Background: an optimization exercise with open tools, aiming at small area, a short achievable clock period and few clock cycles. Do not read the settings as production practice. Function was not checked in any run shown here: the RTL went through the layout flow alone. Power figures rest on the tool's default switching activity, not on a simulated workload.

==> flow/design.v, too long to show whole: its modules and the start of the top module <==
// module std_fp_smult_pipe: 3670 lines
// module mul_fa: 4 lines
// module mul_ha: 4 lines
// module mul_xor2: 3 lines
// module mul_and2: 3 lines
// module mul_enc3: 5 lines
// module mul_s3: 3 lines
// module mul_s3n: 3 lines
// module mul_enc: 4 lines
// module mul_x: 3 lines
// module mul_s: 3 lines
// module mul_sn: 3 lines
module std_fp_smult_pipe #(
    parameter WIDTH = 32,
    parameter INT_WIDTH = 16,
    parameter FRAC_WIDTH = 16
) (
    input  [WIDTH-1:0]              left,
    input  [WIDTH-1:0]              right,
    input  logic                    reset,
    input  logic                    go,
    input  logic                    clk,
    output logic [WIDTH-1:0]        out,
    output logic                    done
);
  // ...
==> flow/flow/run.sh <==
#!/bin/bash
# Layout flow: the standard ORFS flow (standard.sh, unchanged synthesis),
# with extra ORFS variables from flow/extra.env (port buffer cell choice and
# timing-repair options). Each tool's full output is in orfs/logs/...; the
# make output is in standard.log.
set -euo pipefail
here=$(pwd)
set -a
source "$here/flow/extra.env"
set +a
bash "$here/standard.sh" > "$here/standard.log" 2>&1
==> flow/flow/extra.env <==
BUFFER_PORTS_ARGS="-buffer_cell sky130_fd_sc_hd__buf_2"
==> flow/standard.sh <==
#!/bin/bash
# synth_recipe.tcl (not shown) runs the flow's synth.tcl, then flattens the netlist and writes it again
# the make line also repeats each setting of config.mk as NAME=value (left out here)
make -C /OpenROAD-flow-scripts/flow DESIGN_CONFIG=/design/flow/config.mk WORK_HOME=/design/flow/orfs CLKGATE_MAP_FILE= SYNTH_SCRIPT=/design/flow/synth_recipe.tcl "${@:-finish}"
==> flow/config.mk <==
export PLATFORM = sky130hd
export DESIGN_NAME = std_fp_smult_pipe
export DESIGN_NICKNAME = std_fp_smult_pipe
export VERILOG_FILES = /design/flow/design.v
export SDC_FILE = /design/flow/constraint.sdc
export NUM_CORES = 4
export LEC_CHECK = 0
export CAP_MARGIN = 20
export CORE_MARGIN = 2
export CORE_UTILIZATION = 40
export SETUP_SLACK_MARGIN = 2.5
export SLEW_MARGIN = 20
export SYNTH_HIERARCHICAL = 1
==> flow/constraint.sdc <==
create_clock -name core_clock -period 7.5 [get_ports {clk}]
set_input_delay 1.5000 -clock core_clock [delete_from_list [all_inputs] [get_ports {clk}]]
set_output_delay 1.5000 -clock core_clock [all_outputs]
set_load 0.01 [all_outputs]
==> summary.txt, run 1 <==
outcome=timing/DRC/antenna clean; CTS clk-pin slew, worst paths=roughly 0.07 ns; FF+latch count, synth=81; Core Util, Final=around 47%; CP top delay family=adder cells; Final Hold Fails=0; setup violators final=0; Seq/Total Area, Yosys=7.89%; Clock buf/inv share=1.06%; Critical Path End=rc$_DFF_P_; worst IR drop on VDD=roughly 290 uV; most area-hungry cell type in the Yosys netlist=fa_1; total track usage=between 20 and 30%; Top power group=combinational cells; main combinational cell family by area after synthesis=adder cells; Clk pwr share=4.0%; Post-Syn Area=just over 20000 um^2; post-CTS sizing=61; GR Util met2=approximately 45%; Post-synth ARST share=0%; ANT nets after route=0; crit path cell chain=buf_6 -> buf_12 -> xor2_1 -> a22o_1 -> fa_1 -> fa_1 -> fa_1 -> fa_1 -> ha_1 -> ha_1 -> a21oi_1 -> o21ai_1; number of remaining DRC errors=0; post-synthesis compound-gate area fraction=between 20% and 30%; hold_ws=1.27 ns; total gr overflow=0; cell repeated most along the worst path=fa_1; CTS tree=done; setup repair after global routing missed its margin=yes; setup ws final=~2.5 ns; clk buf depth=2; critical path depth in cells=12; share of layout cells above drive strength 1=around 16%; Seq cells=81; PortBufs=99; DPL Wire Length=approximately 53000 um; WP data arrival=between 5 and 6 ns; top-count cell post-synth=xor2_1; Post-Synth XOR/XNOR Area=a little under a quarter; CP Capture Type=flip-flop
==> inputs of run 2 (changes only) <==
==> flow/flow/extra.env (replaced) <==
BUFFER_PORTS_ARGS="-buffer_cell sky130_fd_sc_hd__buf_4"
==> run 2 against run 1 <==
Combinational power increased by 4.9%. Die area unchanged. Routed wire length decreased by 9.7%. Critical endpoint unchanged. Still clean.
==> summary.txt, run 2 <==
CTS H-tree depth=3 (unchanged); DPL Wire Length=51200 um (was 52700 um); CTS Root Cell=clkbuf_16 (unchanged); Syn-to-layout area delta=14.8% (was 15.8%); first-pass GRT wire length=107000 um (was 116000 um); die height=231 um (unchanged); Least-Margin Pin Slew=0.962 ns (was 1.13 ns); post-synthesis cell type count=46 (unchanged); DR vias=16.3k (was 17.1k); Initial Utilization=40.3% (unchanged); vias per cell=6.20 (was 6.42); Slew Limit Fails=0 (unchanged); Routed WL=70800 um (was 78400 um); Setup TNS=0 ns (unchanged); vias in the first global route=16.9k (was 17.9k); number of remaining DRC errors=0 (unchanged); number of antenna violations at the first check in global routing=0 (was 1); period utilisation layout=67.5% (was 66.5%); clk buf depth=2 (unchanged); WP data arrival=5.34 ns (was 5.27 ns); worst IR drop on VDD=239 uV (was 289 uV); gp weighted congestion=0.905 (was 0.917); number of diodes=0 (unchanged); startpoint types=primary input (unchanged); largest net degree at the start of global routing=44 (was 42); CTS clk-pin slew, worst paths=0.07 ns (about the same); most frequent cells in the layout=xor2_1, a22o_1, fa_1 (unchanged); total gr overflow=0 (unchanged); Core Util, Final=46.2% (was 46.6%); crit path kind=in -> reg (unchanged); core region area=51000 um^2 (unchanged); setup violators final=0 (unchanged); clk sinks=81 (unchanged); main combinational cell family by area after synthesis=adder cells (unchanged); io pins=100 (unchanged); CP Capture Type=flip-flop (unchanged); Row Count=83 (unchanged); Yosys warnings=7 (unchanged); Synth area leaders=fa_1, xor2_1, a22o_1 (unchanged); setup repair after global routing missed its margin=yes (unchanged); max_cap viols=0 (unchanged); Power Total=10.7 mW (was 10.2 mW); Synth top area share=36.6% (unchanged); die width=231 um (unchanged); Pwr per Cell Area=453 nW/um^2 (was 430 nW/um^2); Final Hold Fails=0 (unchanged); total track usage=26.9% (was 29.5%); Nets=2465 (was 2497); most common cell after layout, fill and taps aside=xor2_1 (unchanged); PortBufs=99 (unchanged); multiplexer share of the synthesized area=0% (unchanged); share of layout cells above drive strength 1=14.1% (was 15.9%); Hold Crit Class=in -> reg (unchanged); fmax=198 MHz (was 200 MHz); most area-hungry cell type in the Yosys netlist=fa_1 (unchanged); EDFF count, synth=0 (unchanged); Max-slew headroom=35.8% (was 24.8%); top-count cell post-synth=xor2_1 (unchanged); outcome=timing/DRC/antenna clean (unchanged); worst path required time=7.78 ns (about the same); area occupied by multi-input gates=19200 um^2 (was 19300 um^2); Post-synth ARST share=0% (unchanged); Post-Synth Adder-Cell Area=40.9% (unchanged); ANT nets after route=0 (unchanged); Tmin final=5.06 ns (was 4.99 ns); post-cts hold buffer count=0 (unchanged); DR iter-0 viols=1808 (was 2107); Primary FF master, synth=dfxtp_1 (unchanged); most instantiated cells after synthesis=xor2_1, a22o_1, fa_1 (unchanged); Inst Count DP=2570 (was 2583); Avg WL per Cell=26.9 um (was 29.4 um); TritonCTS buffer count=9 (unchanged); Seq/Total Area, Yosys=7.89% (unchanged); Fillers=4690 (was 4658); Reg area=1620 um^2 (unchanged); FF+latch count, synth=81 (unchanged); post-synthesis compound-gate area fraction=23.6% (unchanged); Pre-antenna DRT Iters=5 (unchanged); Crit Path Max Fanout=42 (was 31); Final Non-Filler Cells=2635 (was 2667); Post-Synth XOR/XNOR Area=23.0% (unchanged); syn_area_per_cell=11.5 um^2 (unchanged); Die ar.=53200 um^2 (unchanged); CTS tree=done (unchanged); simple logic cell fraction of the synthesized area=2.70% (unchanged); LEAKAGE=10.2 nW (was 10.3 nW); Cells after Synth=1791 (unchanged); Post-Syn Area=20500 um^2 (unchanged)
## run 2: worst paths after layout
check	from	endpoint	slack (ns)	cells past startpoint
max	right[9]	rc$_DFF_P_	2.44	13
min	reset	done_r$_SDFF_PP0_	1.27	2
## run 2: layer usage
metal / up-vias / GRT usage (%) / part of all wire, %
met5: - / 0 / 0
met4: 0 / 9.15 / 3.2
met3: 140 / 4.61 / 8.6
met2: 905 / 42.6 / 46
met1: 8494 / 37.4 / 42
li1: 6801 / - / -
## run 2: what timing repair did
item / CTS / global route
cloned: 8 / 1
pin swaps: 27 / 11
resized for setup: 38 / 29
setup endpoints to repair: 67 / 33
endpoints found under the hold margin: 0 / 0
setup buffers: 38 / 5
## run 2: logic make-up after synthesis
family	count (synthesis)
AO/OA/AOI/OAI	551
XOR/XNOR	539
adder cells (fa/ha/maj)	445
AND/OR/NAND/NOR	101
flip-flops	81
buffers and inverters	73
other	1
## run 2: per-stage QoR
stage / setup WS, ns / cell area [um^2] / hold WS, ns
final: 2.44 / 23600 / 1.27
after global routing: 2.34 / 23600 / 1.26
after CTS: 2.46 / 23400 / 1.24
after detailed placement: 1.50 / 22400 / 1.66
after global placement: 1.57 / 22400 / 1.65
after floorplan: 2.50 / 20800 / 1.57
## run 2: final cells by class
class	count	area share, %
Clock buffer	13	1.15
Inverter	41	0.653
Timing Repair Buffer	172	6.36
Tap cell	680	3.61
Multi-Input combinational cell	1648	81.3
Sequential cell	81	6.88
## run 2: power breakdown
part | internal [mW] | total, mW | switching (mW)
Sequential | 0.794 | 0.893 | 0.0994
Clock | 0.245 | 0.425 | 0.180
Combinational | 4.47 | 9.37 | 4.90
Total | 5.51 | 10.7 | 5.18
## run 2: critical path, cell delays in order
cell	delay (ns)
clkbuf_8	0.29
nand2_1	0.37
o22ai_4	0.13
buf_4	0.20
a22o_1	0.20
fa_1	0.41
fa_1	0.44
fa_1	0.52
fa_1	0.42
ha_1	0.29
ha_1	0.30
a21oi_1	0.16
o21ai_1	0.08
## run 2: Yosys stat by module (local to each module, per instance), excerpt
module / cell area [um^2] / flip-flops and latches / times used / cells
mul_and2: 6.26 / 0 / 31 / 1
mul_enc: 31.3 / 0 / 16 / 4
mul_fa: 20.0 / 0 / 376 / 1
mul_ha: 12.5 / 0 / 41 / 1
mul_s: 8.76 / 0 / 456 / 1
mul_sn: 12.5 / 0 / 8 / 1
mul_x: 8.76 / 0 / 464 / 1

-- static timing again, ports no longer ideal --
The results above use ideal ports. As a check the final layouts listed here were re-extracted and re-timed, cells and wires unchanged.
Step 1 assumes that a clkbuf_16 drives the clock port and a buf_2 every other input.
Step 2, shift: input delay + t, output delay - t, t = (earliest + latest rising clock arrival at the registers) / 2. This alone moves slack from input paths to output paths.
Three values: ideal, step 1, step 2; two values: the first two.
run	shift t [ns]	setup slack, ns	latest minus earliest clock arrival (ns)	worst register clock-pin slew, ns
run 1	0.444	2.510 / 2.470 / 2.085	0.016 / 0.016	0.07 / 0.07
run 2	0.427	2.437 / 2.458 / 2.030	0.017 / 0.017	0.07 / 0.07
After both steps every run listed still meets setup and hold. The setup slack of run 1, which loses most, moves by -0.040 ns with the drivers and by -0.425 ns with both steps.
